This is an optimization exercise on Yosys and OpenROAD, whose aim is small area, not a production implementation.
Only simulation tests tie the RTL to the original design; equivalence was not proved.
No driver is modelled on the clock port, so clocking that relies on it looks cheaper here than on a real chip.
Power and IR drop assume default switching activity.

==> trial 68 <==
Design music_top, start of the top module:
module music_top(
    input clk,
    input rst,       
    input play,      
    input right_button,
    input left_button,
    input loop,  
    input [7:0] kb_data,     
    input kb_data_valid,     
    input [15:0] sw,
    output [15:0] led,
    output audio_mclk,  
    output audio_lrck,  
    output audio_sck,   
    output audio_sdin,  
    output [6:0] DISPLAY,
    output [3:0] DIGIT
);
Settings: LEC_CHECK=0, ABC_AREA=1, CAP_MARGIN=20, CORE_MARGIN=2, CORE_UTILIZATION=40, SLEW_MARGIN=20; clock period 150.0 ns.
standard.sh (not shown) runs the stock make flow with config.mk's settings and CLKGATE_MAP_FILE= SYNTH_SCRIPT=/design/flow/synth_recipe.tcl, a recipe that flattens the netlist after the stock synthesis.
==> flow/flow/run.sh <==
#!/bin/bash
# Own layout flow: the standard ORFS flow (standard.sh) with
#  - a different ABC mapping script for the area-oriented synthesis
#    (flow/abc_area.script: repeated &dch/&nf area mapping),
#  - port buffers made with the smallest buffer cell (buf_1),
#  - clock tree built from clkbuf_4 cells, without dummy loads.
# Registers, floorplan, power grid, tap cells, placement, routing and
# finishing are the standard flow's.  Every tool's output is kept in
# orfs/logs (ORFS's per-step logs) and in flow_make.log here.
set -euo pipefail
W=$(pwd)
S="$W/scripts_mod"
rm -rf "$S"
mkdir -p "$S"
cp -r "$FLOW_HOME/scripts/." "$S/"
cp "$W/flow/abc_area.script" "$S/abc_area.script"
bash "$W/standard.sh" \
  "SCRIPTS_DIR=$S" \
  "BUFFER_PORTS_ARGS=-buffer_cell sky130_fd_sc_hd__buf_1" \
  "CTS_ARGS=$(cat "$W/flow/cts_args")" \
  finish > "$W/flow_make.log" 2>&1
==> flow/flow/abc_area.script <==
&get -n
&st
&dch -f
&nf -R 1000 -p
&st
&dch -f
&nf -R 1000 -p
&st
&dch -f
&nf -R 1000 -p
&put
==> flow/flow/cts_args <==
-sink_clustering_enable -repair_clock_nets -dont_use_dummy_load -buf_list sky130_fd_sc_hd__clkbuf_8
==> build 30 (differences from trial 68) <==
--- a/flow/flow/run.sh
+++ b/flow/flow/run.sh
@@ -18,2 +18,3 @@
   "SCRIPTS_DIR=$S" \
+  "ADDER_MAP_FILE=" \
   "BUFFER_PORTS_ARGS=-buffer_cell sky130_fd_sc_hd__buf_1" \
==> flow/flow/abc_area.script (replaced) <==
&get -n
&st
&deepsyn -T 30
&dch -f
&nf -R 1000 -p
&st
&dch -f
&nf -R 1000 -p
&put
==> qor summary <==
item                                                                                 build 30                   trial 68
DIE HEIGHT                                                                             149 um                     155 um
Worst r2r dst                                                       u_wave.am[11]$_DFFE_PP0P_  u_wave.am[15]$_DFFE_PP0P_
Placement-stage worst setup slack                                                   116.06 ns                  115.80 ns
Core area                                                                          20400 um^2                 22600 um^2
Detailed-route wire length per cell                                                   15.0 um                    15.2 um
Buffers excl. clock                                                                        65                         69
WHS Endpoint                                                          u_btn.play_1p$_DFF_PP0_   u_noise.rnd[2]$_DFF_PP1_
Multi-input combinational area share                                                    49.0%                      51.8%
Nets                                                                                     1059                       1173
Clock latency of the later-clocked register in the worst-skew pair                    0.46 ns                    0.45 ns
Summed instance area of the synthesized netlist                                     8370 um^2                  9160 um^2
Internal power                                                                      0.0706 mW                  0.0782 mW
Most frequent CP cell                                                sky130_fd_sc_hd__o21ai_0    sky130_fd_sc_hd__maj3_1
Required time at the endpoint of the critical path                                  150.31 ns                  150.26 ns
DP HPWL                                                                              14100 um                   15000 um
Worst slew margin relative to its limit                                                 38.3%                      48.1%
1st-pass router iterations                                                                  6                          5
Largest fanout on the critical path                                                        30                         18
Min-Delay Path Depth                                                                        1                          0
Result of the run                                            no timing/DRC/antenna violations  no timing/DRC/antenna violations
Vias                                                                                     7385                       7491
Met2 wire length                                                                      8930 um                    9000 um
Non-clock inverter count in the final layout                                               28                         55

---

==> run A: inputs <==
Another version of the RTL of music_top (not shown whole).
==> module buttons, before the edit <==
module buttons(input clk, input rst, input play, input loop, input left_button,
               input right_button, output loop_de, output left_de, output right_de,
               output reg play_pause);
    reg [2:0] loop_c, lb_c, rb_c;
    localparam [3:0] P8 = 4'b1000, P0 = 4'b1001, C8 = 4'b1111;
    reg [3:0] play_c;
    always @(posedge clk, posedge rst)
        if (rst) begin
            loop_c <= 3'b110; lb_c <= 3'b110; rb_c <= 3'b110;
            play_c <= 4'd0; play_pause <= 1'b0;
        end else begin
            loop_c <= loop ? {loop_c[1:0], loop_c[0] ? (loop_c[1] | loop_c[2]) : ~loop_c[2]} : 3'b110;
            lb_c <= left_button ? {lb_c[1:0], lb_c[0] ? (lb_c[1] | lb_c[2]) : ~lb_c[2]} : 3'b110;
            rb_c <= right_button ? {rb_c[1:0], rb_c[0] ? (rb_c[1] | rb_c[2]) : ~rb_c[2]} : 3'b110;
            if (play) begin
                if (!play_c[3])
                    play_c <= {&play_c[2:0], play_c[2] ^ (&play_c[1:0]), play_c[1] ^ play_c[0], ~play_c[0]};
                else if (play_c == P0)
                    play_c <= 4'd1;
                else
                    play_c <= C8;
            end else
                play_c <= (play_c == 4'd7) ? P0 : 4'd0;
            play_pause <= play_pause ^ (play_c[3] & ~play_c[2]);
        end
    assign loop_de  = &loop_c;
    assign left_de  = &lb_c;
    assign right_de = &rb_c;
endmodule
export LEC_CHECK = 0
export ABC_AREA = 1
export CAP_MARGIN = 5
export CORE_MARGIN = 2
export CORE_UTILIZATION = 40
export GPL_TIMING_DRIVEN = 0
export SLEW_MARGIN = 5
export SYNTH_HIERARCHICAL = 1
create_clock -name core_clock -period 150.0 [get_ports {clk}]
==> flow/flow/run.sh <==
#!/bin/bash
# Own layout flow: the standard ORFS flow (standard.sh) with
#  - a different ABC mapping script for the area-oriented synthesis
#    (flow/abc_area.script: &deepsyn, then repeated &dch/&nf area mapping),
#    and arithmetic left to ABC (no separate half/full adder mapping),
#  - port buffers made with the smallest buffer cell (buf_1),
#  - a clock tree of small buffers, without dummy loads, whose buffers are
#    then sized up where the flip-flop clock slew needs it (flow/cts_post.tcl).
# Registers, floorplan, power grid, tap cells, placement, routing and
# finishing are the standard flow's.  Every tool's output is kept in
# orfs/logs (ORFS's per-step logs) and in flow_make.log here.
set -euo pipefail
W=$(pwd)
S="$W/scripts_mod"
rm -rf "$S"
mkdir -p "$S"
cp -r "$FLOW_HOME/scripts/." "$S/"
cp "$W/flow/abc_area.script" "$S/abc_area.script"
bash "$W/standard.sh" \
  "SCRIPTS_DIR=$S" \
  "ADDER_MAP_FILE=" \
  "SYNTH_INSBUF=0" \
  "BUFFER_PORTS_ARGS=-buffer_cell sky130_fd_sc_hd__buf_1" \
  "CTS_ARGS=$(cat "$W/flow/cts_args")" \
  "POST_CTS_TCL=$W/flow/cts_post.tcl" \
  finish > "$W/flow_make.log" 2>&1
==> flow/flow/abc_area.script <==
&get -n
&st
&deepsyn -T 30
&dch -f
&nf -R 1000 -p
&st
&dch -f
&nf -R 1000 -p
&put
==> flow/flow/cts_args <==
-sink_clustering_enable -repair_clock_nets -dont_use_dummy_load -root_buf sky130_fd_sc_hd__clkbuf_4 -buf_list sky130_fd_sc_hd__clkbuf_2
==> flow/flow/cts_post.tcl <==
set clk_sizes {sky130_fd_sc_hd__clkbuf_1 sky130_fd_sc_hd__clkbuf_2 sky130_fd_sc_hd__clkbuf_4 sky130_fd_sc_hd__clkbuf_8 sky130_fd_sc_hd__clkbuf_16}
set clk_slew_lim 0.115
estimate_parasitics -placement
for {set iter 0} {$iter < 8} {incr iter} {
  set changed 0
  foreach inst [[ord::get_db_block] getInsts] {
    set idx [lsearch $clk_sizes [[$inst getMaster] getName]]
    if {$idx < 0 || $idx == [expr {[llength $clk_sizes] - 1}]} continue
    set net [[$inst findITerm X] getNet]
    if {$net == "NULL"} continue
    set w 0
    foreach it [$net getITerms] {
      if {[$it isInputSignal] || [[$it getMTerm] getName] == "CLK"} {
        set s [get_property [get_pins "[[$it getInst] getName]/[[$it getMTerm] getName]"] slew_max]
        if {$s > $w} {set w $s}
      }
    }
    if {$w > $clk_slew_lim} {
      replace_cell [$inst getName] [lindex $clk_sizes [expr {$idx + 1}]]
      incr changed
    }
  }
  estimate_parasitics -placement
  puts "clock buffer sizing pass $iter: $changed resized"
  if {$changed == 0} break
}
detailed_placement
check_placement -verbose
estimate_parasitics -placement
==> run B: changes against run A <==
--- a/flow/design.v
+++ b/flow/design.v
@@ -76,20 +76,20 @@
                input right_button, output loop_de, output left_de, output right_de,
                output reg play_pause);
     reg [2:0] loop_c, lb_c, rb_c;
     localparam [3:0] P8 = 4'b1000, P0 = 4'b1001, C8 = 4'b1111;
     reg [3:0] play_c;
     always @(posedge clk, posedge rst)
         if (rst) begin
-            loop_c <= 3'b110; lb_c <= 3'b110; rb_c <= 3'b110;
+            loop_c <= 3'd0; lb_c <= 3'd0; rb_c <= 3'd0;
             play_c <= 4'd0; play_pause <= 1'b0;
         end else begin
-            loop_c <= loop ? {loop_c[1:0], loop_c[0] ? (loop_c[1] | loop_c[2]) : ~loop_c[2]} : 3'b110;
-            lb_c <= left_button ? {lb_c[1:0], lb_c[0] ? (lb_c[1] | lb_c[2]) : ~lb_c[2]} : 3'b110;
-            rb_c <= right_button ? {rb_c[1:0], rb_c[0] ? (rb_c[1] | rb_c[2]) : ~rb_c[2]} : 3'b110;
+            loop_c <= loop ? {loop_c[1] & loop_c[0] | loop_c[2], loop_c[1] ^ loop_c[0] | (&loop_c), ~loop_c[0] | (&loop_c)} : 3'd0;
+            lb_c <= left_button ? {lb_c[1] & lb_c[0] | lb_c[2], lb_c[1] ^ lb_c[0] | (&lb_c), ~lb_c[0] | (&lb_c)} : 3'd0;
+            rb_c <= right_button ? {rb_c[1] & rb_c[0] | rb_c[2], rb_c[1] ^ rb_c[0] | (&rb_c), ~rb_c[0] | (&rb_c)} : 3'd0;
             if (play) begin
                 if (!play_c[3])
                     play_c <= {&play_c[2:0], play_c[2] ^ (&play_c[1:0]), play_c[1] ^ play_c[0], ~play_c[0]};
                 else if (play_c == P0)
                     play_c <= 4'd1;
                 else
                     play_c <= C8;
@@ -100,16 +100,16 @@
     assign loop_de  = &loop_c;
     assign left_de  = &lb_c;
     assign right_de = &rb_c;
 endmodule
 module keys(input clk, input rst, input [7:0] kb_data, input kb_data_valid,
             output reg reverse, output reg fast, output reg [2:0] loop_width,
             output reg [2:0] volume, output reg [1:0] octave, output reg [1:0] duty);
-    localparam [3:0] K_PRE = 4'b0000, K_KEY = 4'b0011, K_BRK = 4'b0001, K_EXT = 4'b0010,
-                     K_T5 = 4'b1000, K_T4 = 4'b1100, K_T3 = 4'b1110, K_T2 = 4'b1111, K_T1 = 4'b0111;
+    localparam [3:0] K_PRE = 4'd0, K_KEY = 4'd1, K_BRK = 4'd2, K_EXT = 4'd3,
+                     K_T1 = 4'd9, K_T2 = 4'd10, K_T3 = 4'd11, K_T4 = 4'd12, K_T5 = 4'd13;
     reg [3:0] ks;
     reg [4:0] fid;
     reg is_fkey;
     always @(*) begin
         case (kb_data)
             8'h2D, 8'h72, 8'h7A, 8'h6B, 8'h73, 8'h74, 8'h1A, 8'h22,
             8'h1C, 8'h23, 8'h1D, 8'h1B, 8'h44, 8'h4D, 8'h54: is_fkey = 1'b1;
@@ -483,42 +483,34 @@
     wire [15:0] audio_rev = {audio[1], audio[2], audio[3], audio[4], audio[5], audio[6],
                              audio[7], audio[8], audio[9], audio[10], audio[11], audio[12],
                              audio[13], audio[14], audio[15], audio[0]};
     wire low_bit = ~(tick[6] | tick[5] | tick[4]) | tick[7] | (tick[6] & (tick[5] | tick[4]));    
     assign audio_sdin = (low_bit ? am_cap : snd_cap) & audio_rev[tick[7:4]];
 endmodule
 module display(input clk, input rst, input display_en, input [2:0] volume, input [1:0] octave,
-               input [2:0] loop_width, output [3:0] DIGIT, output reg [6:0] DISPLAY);
+               input [2:0] loop_width, output reg [3:0] DIGIT, output reg [6:0] DISPLAY);
     reg [2:0] value;
-    reg [1:0] idx;
-    reg started;
     always @(posedge clk, posedge rst)
         if (rst) begin
-            value <= 3'd0; idx <= 2'd0; started <= 1'b0;
+            value <= 3'd0; DIGIT <= 4'b1111;
         end else if (display_en) begin
-            started <= 1'b1;
-            if (started) begin
-                idx <= idx + 2'd1;
-                case (idx)
-                    2'd0: value <= 3'd0;
-                    2'd1: value <= volume;
-                    2'd2: value <= {1'b0, octave};
-                    default: value <= loop_width;
-                endcase
-            end else
-                value <= 3'd0;
+            case (DIGIT)
+                4'b1110: begin value <= 3'd0; DIGIT <= 4'b1101; end
+                4'b1101: begin value <= volume; DIGIT <= 4'b1011; end
+                4'b1011: begin value <= {1'b0, octave}; DIGIT <= 4'b0111; end
+                4'b0111: begin value <= loop_width; DIGIT <= 4'b1110; end
+                default: begin value <= 3'd0; DIGIT <= 4'b1110; end
+            endcase
         end
-    assign DIGIT = {~(started & (idx == 2'd3)), ~(started & (idx == 2'd2)),
-                    ~(started & (idx == 2'd1)), ~(started & (idx == 2'd0))};
     always @(*) begin
         case (value)
             3'd1: DISPLAY = 7'b111_1001;
             3'd2: DISPLAY = 7'b010_0100;
             3'd3: DISPLAY = 7'b011_0000;
             3'd4: DISPLAY = 7'b001_1001;
             3'd5: DISPLAY = 7'b001_0010;
             3'd6: DISPLAY = 7'b000_0010;
-            3'd7: DISPLAY = 7'b001_0010;    
+            3'd7: DISPLAY = 7'b111_1000;
             default: DISPLAY = 7'b011_1111;
         endcase
     end
 endmodule
--- a/flow/flow/run.sh
+++ b/flow/flow/run.sh
@@ -15,12 +15,11 @@
 rm -rf "$S"
 mkdir -p "$S"
 cp -r "$FLOW_HOME/scripts/." "$S/"
 cp "$W/flow/abc_area.script" "$S/abc_area.script"
 bash "$W/standard.sh" \
   "SCRIPTS_DIR=$S" \
   "ADDER_MAP_FILE=" \
-  "SYNTH_INSBUF=0" \
   "BUFFER_PORTS_ARGS=-buffer_cell sky130_fd_sc_hd__buf_1" \
   "CTS_ARGS=$(cat "$W/flow/cts_args")" \
   "POST_CTS_TCL=$W/flow/cts_post.tcl" \
   finish > "$W/flow_make.log" 2>&1
CAP_MARGIN = 20   (was 5)
GPL_TIMING_DRIVEN = default   (was 0)
SLEW_MARGIN = 20   (was 5)
SYNTH_HIERARCHICAL = default   (was 1)
==> run Z: changes against run A <==
--- a/flow/design.v
+++ b/flow/design.v
@@ -76,20 +76,20 @@
                input right_button, output loop_de, output left_de, output right_de,
                output reg play_pause);
     reg [2:0] loop_c, lb_c, rb_c;
     localparam [3:0] P8 = 4'b1000, P0 = 4'b1001, C8 = 4'b1111;
     reg [3:0] play_c;
     always @(posedge clk, posedge rst)
         if (rst) begin
-            loop_c <= 3'b110; lb_c <= 3'b110; rb_c <= 3'b110;
+            loop_c <= 3'd0; lb_c <= 3'd0; rb_c <= 3'd0;
             play_c <= 4'd0; play_pause <= 1'b0;
         end else begin
-            loop_c <= loop ? {loop_c[1:0], loop_c[0] ? (loop_c[1] | loop_c[2]) : ~loop_c[2]} : 3'b110;
-            lb_c <= left_button ? {lb_c[1:0], lb_c[0] ? (lb_c[1] | lb_c[2]) : ~lb_c[2]} : 3'b110;
-            rb_c <= right_button ? {rb_c[1:0], rb_c[0] ? (rb_c[1] | rb_c[2]) : ~rb_c[2]} : 3'b110;
+            loop_c <= loop ? {loop_c[1] & loop_c[0] | loop_c[2], loop_c[1] ^ loop_c[0] | (&loop_c), ~loop_c[0] | (&loop_c)} : 3'd0;
+            lb_c <= left_button ? {lb_c[1] & lb_c[0] | lb_c[2], lb_c[1] ^ lb_c[0] | (&lb_c), ~lb_c[0] | (&lb_c)} : 3'd0;
+            rb_c <= right_button ? {rb_c[1] & rb_c[0] | rb_c[2], rb_c[1] ^ rb_c[0] | (&rb_c), ~rb_c[0] | (&rb_c)} : 3'd0;
             if (play) begin
                 if (!play_c[3])
                     play_c <= {&play_c[2:0], play_c[2] ^ (&play_c[1:0]), play_c[1] ^ play_c[0], ~play_c[0]};
                 else if (play_c == P0)
                     play_c <= 4'd1;
                 else
                     play_c <= C8;
==> run K: changes against run A <==
--- a/flow/design.v
+++ b/flow/design.v
@@ -72,44 +72,37 @@
     assign rise_norm  = (tick[10:0] == 11'h7FF) & ~tick[11];
     assign frame_en   = (tick[8:0]  == 9'h0FF);
 endmodule
 module buttons(input clk, input rst, input play, input loop, input left_button,
                input right_button, output loop_de, output left_de, output right_de,
                output reg play_pause);
     reg [2:0] loop_c, lb_c, rb_c;
-    localparam [3:0] P8 = 4'b1000, P0 = 4'b1001, C8 = 4'b1111;
     reg [3:0] play_c;
+    reg play_1p;
     always @(posedge clk, posedge rst)
         if (rst) begin
-            loop_c <= 3'b110; lb_c <= 3'b110; rb_c <= 3'b110;
-            play_c <= 4'd0; play_pause <= 1'b0;
+            loop_c <= 3'd0; lb_c <= 3'd0; rb_c <= 3'd0;
+            play_c <= 4'd0; play_1p <= 1'b0; play_pause <= 1'b0;
         end else begin
-            loop_c <= loop ? {loop_c[1:0], loop_c[0] ? (loop_c[1] | loop_c[2]) : ~loop_c[2]} : 3'b110;
-            lb_c <= left_button ? {lb_c[1:0], lb_c[0] ? (lb_c[1] | lb_c[2]) : ~lb_c[2]} : 3'b110;
-            rb_c <= right_button ? {rb_c[1:0], rb_c[0] ? (rb_c[1] | rb_c[2]) : ~rb_c[2]} : 3'b110;
-            if (play) begin
-                if (!play_c[3])
-                    play_c <= {&play_c[2:0], play_c[2] ^ (&play_c[1:0]), play_c[1] ^ play_c[0], ~play_c[0]};
-                else if (play_c == P0)
-                    play_c <= 4'd1;
-                else
-                    play_c <= C8;
-            end else
-                play_c <= (play_c == 4'd7) ? P0 : 4'd0;
-            play_pause <= play_pause ^ (play_c[3] & ~play_c[2]);
+            loop_c <= loop ? {loop_c[1] & loop_c[0] | loop_c[2], loop_c[1] ^ loop_c[0] | (&loop_c), ~loop_c[0] | (&loop_c)} : 3'd0;
+            lb_c <= left_button ? {lb_c[1] & lb_c[0] | lb_c[2], lb_c[1] ^ lb_c[0] | (&lb_c), ~lb_c[0] | (&lb_c)} : 3'd0;
+            rb_c <= right_button ? {rb_c[1] & rb_c[0] | rb_c[2], rb_c[1] ^ rb_c[0] | (&rb_c), ~rb_c[0] | (&rb_c)} : 3'd0;
+            play_c <= play ? (play_c[3] ? 4'd8 : {&play_c[2:0], play_c[2] ^ (&play_c[1:0]), play_c[1] ^ play_c[0], ~play_c[0]}) : 4'd0;
+            play_1p <= (play_c == 4'd7);
+            play_pause <= play_pause ^ play_1p;
         end
     assign loop_de  = &loop_c;
     assign left_de  = &lb_c;
     assign right_de = &rb_c;
 endmodule
 module keys(input clk, input rst, input [7:0] kb_data, input kb_data_valid,
             output reg reverse, output reg fast, output reg [2:0] loop_width,
             output reg [2:0] volume, output reg [1:0] octave, output reg [1:0] duty);
-    localparam [3:0] K_PRE = 4'b0000, K_KEY = 4'b0011, K_BRK = 4'b0001, K_EXT = 4'b0010,
-                     K_T5 = 4'b1000, K_T4 = 4'b1100, K_T3 = 4'b1110, K_T2 = 4'b1111, K_T1 = 4'b0111;
+    localparam [3:0] K_PRE = 4'd0, K_KEY = 4'd1, K_BRK = 4'd2, K_EXT = 4'd3,
+                     K_T1 = 4'd9, K_T2 = 4'd10, K_T3 = 4'd11, K_T4 = 4'd12, K_T5 = 4'd13;
     reg [3:0] ks;
     reg [4:0] fid;
     reg is_fkey;
     always @(*) begin
         case (kb_data)
             8'h2D, 8'h72, 8'h7A, 8'h6B, 8'h73, 8'h74, 8'h1A, 8'h22,
             8'h1C, 8'h23, 8'h1D, 8'h1B, 8'h44, 8'h4D, 8'h54: is_fkey = 1'b1;
@@ -449,76 +442,66 @@
     always @(posedge clk)
         if (!(rnd15 && nq == 7'd69)) noise_clk <= lt;
 endmodule
 module audio_out(input clk, input rst, input [12:0] tick, input frame_en, input sounding,
                  input is_am, input is_noise, input [15:0] am, input noise_clk, input note_clk,
                  input [2:0] volume, output audio_mclk, output audio_lrck, output audio_sck,
                  output audio_sdin);
-    reg [3:0] top;
+    reg [15:0] sample;
     always @(*) begin
-        if (is_am)
-            top = am[15:12];
+        if (!sounding)
+            sample = 16'h0000;
+        else if (is_am)
+            sample = am;
         else if (is_noise)
-            top = noise_clk ? 4'h6 : 4'hA;
+            sample = noise_clk ? 16'h6000 : 16'hA000;
         else case (volume)
-            3'd1: top = note_clk ? 4'h1 : 4'hF;
-            3'd2: top = note_clk ? 4'h2 : 4'hE;
-            3'd3: top = note_clk ? 4'h4 : 4'hC;
-            3'd4: top = note_clk ? 4'h5 : 4'hB;
-            default: top = note_clk ? 4'h6 : 4'hA;
+            3'd1: sample = note_clk ? 16'h1000 : 16'hF000;
+            3'd2: sample = note_clk ? 16'h2000 : 16'hE000;
+            3'd3: sample = note_clk ? 16'h4000 : 16'hC000;
+            3'd4: sample = note_clk ? 16'h5000 : 16'hB000;
+            default: sample = note_clk ? 16'h6000 : 16'hA000;
         endcase
     end
     reg [15:0] audio;
-    reg am_cap, snd_cap;
+    reg audio_ok;
     always @(posedge clk)
-        if (frame_en) audio <= {top, am[11:0]};
+        if (frame_en) audio <= sample;
     always @(posedge clk, posedge rst)
-        if (rst) begin
-            am_cap <= 1'b0; snd_cap <= 1'b0;
-        end else if (frame_en) begin
-            am_cap <= sounding & is_am; snd_cap <= sounding;
-        end
+        if (rst) audio_ok <= 1'b0;
+        else if (frame_en) audio_ok <= 1'b1;
     assign audio_mclk = tick[1];
     assign audio_lrck = tick[8];
     assign audio_sck = 1'b1;
     wire [15:0] audio_rev = {audio[1], audio[2], audio[3], audio[4], audio[5], audio[6],
                              audio[7], audio[8], audio[9], audio[10], audio[11], audio[12],
                              audio[13], audio[14], audio[15], audio[0]};
-    wire low_bit = ~(tick[6] | tick[5] | tick[4]) | tick[7] | (tick[6] & (tick[5] | tick[4]));    
-    assign audio_sdin = (low_bit ? am_cap : snd_cap) & audio_rev[tick[7:4]];
+    assign audio_sdin = audio_ok & audio_rev[tick[7:4]];
 endmodule
 module display(input clk, input rst, input display_en, input [2:0] volume, input [1:0] octave,
-               input [2:0] loop_width, output [3:0] DIGIT, output reg [6:0] DISPLAY);
+               input [2:0] loop_width, output reg [3:0] DIGIT, output reg [6:0] DISPLAY);
     reg [2:0] value;
-    reg [1:0] idx;
-    reg started;
     always @(posedge clk, posedge rst)
         if (rst) begin
-            value <= 3'd0; idx <= 2'd0; started <= 1'b0;
+            value <= 3'd0; DIGIT <= 4'b1111;
         end else if (display_en) begin
-            started <= 1'b1;
-            if (started) begin
-                idx <= idx + 2'd1;
-                case (idx)
-                    2'd0: value <= 3'd0;
-                    2'd1: value <= volume;
-                    2'd2: value <= {1'b0, octave};
-                    default: value <= loop_width;
-                endcase
-            end else
-                value <= 3'd0;
+            case (DIGIT)
+                4'b1110: begin value <= 3'd0; DIGIT <= 4'b1101; end
+                4'b1101: begin value <= volume; DIGIT <= 4'b1011; end
+                4'b1011: begin value <= {1'b0, octave}; DIGIT <= 4'b0111; end
+                4'b0111: begin value <= loop_width; DIGIT <= 4'b1110; end
+                default: begin value <= 3'd0; DIGIT <= 4'b1110; end
+            endcase
         end
-    assign DIGIT = {~(started & (idx == 2'd3)), ~(started & (idx == 2'd2)),
-                    ~(started & (idx == 2'd1)), ~(started & (idx == 2'd0))};
     always @(*) begin
         case (value)
             3'd1: DISPLAY = 7'b111_1001;
             3'd2: DISPLAY = 7'b010_0100;
             3'd3: DISPLAY = 7'b011_0000;
             3'd4: DISPLAY = 7'b001_1001;
             3'd5: DISPLAY = 7'b001_0010;
             3'd6: DISPLAY = 7'b000_0010;
-            3'd7: DISPLAY = 7'b001_0010;    
+            3'd7: DISPLAY = 7'b111_1000;
             default: DISPLAY = 7'b011_1111;
         endcase
     end
 endmodule
--- a/flow/flow/run.sh
+++ b/flow/flow/run.sh
@@ -15,12 +15,11 @@
 rm -rf "$S"
 mkdir -p "$S"
 cp -r "$FLOW_HOME/scripts/." "$S/"
 cp "$W/flow/abc_area.script" "$S/abc_area.script"
 bash "$W/standard.sh" \
   "SCRIPTS_DIR=$S" \
   "ADDER_MAP_FILE=" \
-  "SYNTH_INSBUF=0" \
   "BUFFER_PORTS_ARGS=-buffer_cell sky130_fd_sc_hd__buf_1" \
   "CTS_ARGS=$(cat "$W/flow/cts_args")" \
   "POST_CTS_TCL=$W/flow/cts_post.tcl" \
   finish > "$W/flow_make.log" 2>&1
CAP_MARGIN = 20   (was 5)
GPL_TIMING_DRIVEN = default   (was 0)
SLEW_MARGIN = 20   (was 5)
SYNTH_HIERARCHICAL = default   (was 1)
==> comparison table <==
| metric | run A | run K | run Z | run B |
|---|---|---|---|---|
| Ratio of total power to cell area | 12.0 nW/um2 | 11.4 nW/um2 | 12.4 nW/um2 | 14.8 nW/um2 |
| Static Leakage | 3.51 nW | 3.71 nW | 3.56 nW | 3.58 nW |
| Final standard cell area without fillers | 8970 um2 | 9090 um2 | 8980 um2 | 9120 um2 |
| Core ar. | 20200 um2 | 20400 um2 | 20200 um2 | 20400 um2 |
| Library cell with the highest instance count after synthesis | dfrtp_1 | nor2_1 | dfrtp_1 | nor2_1 |
| Sum of met3 wire segment lengths after detailed routing | 819 um | 1200 um | 1100 um | 1070 um |
| Max rail drop VDD | 0.00000444 V | 0.00000447 V | 0.00000647 V | 0.00000468 V |
| Area share of fa/ha/maj cells after synthesis | 0.610% | 1.08% | 1.22% | 0.479% |
| Sequential-to-total area share from yosys stat | 45.8% | 45.3% | 45.5% | 45.2% |
| Wire length of the first global-routing pass | 31300 um | 33200 um | 32300 um | 34700 um |
| M1 GR Usage | 26.1% | 26.3% | 25.5% | 27.4% |
| Total vias in the final route | 6933 | 7234 | 6880 | 7363 |
| Sequential group power | 0.0000526 W | 0.0000514 W | 0.0000522 W | 0.0000583 W |
| Combinational power | 0.0000359 W | 0.0000329 W | 0.0000400 W | 0.0000576 W |
| Power share of the clock group | 17.9% | 18.6% | 17.1% | 14.0% |
| Crit path to | u_wave.am[6] | u_wave.am[14] | u_wave.am[7] | u_wave.am[5] |
| Pre-Repair DR Iteration Count | 5 | 7 | 5 | 5 |
| Status | finished clean | finished clean | finished clean | finished clean |
| Minimum clock period after layout | 34.51 ns | 34.35 ns | 36.79 ns | 33.99 ns |
| Die area | 21700 um2 | 22000 um2 | 21800 um2 | 22100 um2 |
| M1 wire length | 9420 um | 9290 um | 9250 um | 9880 um |
| Reg2Reg Capture Point | u_wave.am[6] | u_wave.am[14] | u_wave.am[7] | u_wave.am[5] |
| Count of synthesis-stage warnings from yosys | 16 | 10 | 16 | 10 |

## port drivers added, routing unchanged
No port has a modelled driver above. Below, the same layouts with a new extraction and two added sets of constraints. Step 1, drivers: a clkbuf_16 drives clk and a buf_2 each remaining input, both assumed. Step 2 adds t to the input delays and takes it off the output delays; t is the mean of the earliest and latest rising clock arrival at the registers after step 1. Input paths then give back, and output paths get back, about the clock's delay inside the block. Three values: ideal ports, drivers, drivers and shift; two values: the first two.
| run | t (ns) | setup WS [ns] | worst hold slack (ns) | clock arrival spread, ns |
|---|---|---|---|---|
| trial 68 | 0.473 | 116.220 / 116.218 / 115.746 | 0.423 / 0.423 / 0.423 | 0.037 / 0.037 |
| build 30 | 0.479 | 116.488 / 116.503 / 116.025 | 0.436 / 0.436 / 0.436 | 0.035 / 0.035 |
| run A | 0.398 | 115.491 / 115.508 / 115.110 | 0.409 / 0.409 / 0.409 | 0.040 / 0.039 |
| run B | 0.394 | 116.010 / 116.031 / 115.637 | 0.420 / 0.420 / 0.420 | 0.053 / 0.054 |
| run Z | 0.397 | 113.209 / 113.225 / 112.828 | 0.426 / 0.426 / 0.426 | 0.037 / 0.036 |
| run K | 0.400 | 115.649 / 115.668 / 115.268 | 0.410 / 0.410 / 0.410 | 0.040 / 0.040 |
After both steps every run listed still meets setup and hold. For trial 68, which loses most, drivers alone change the setup slack by -0.002 ns; drivers and shift together by -0.474 ns.
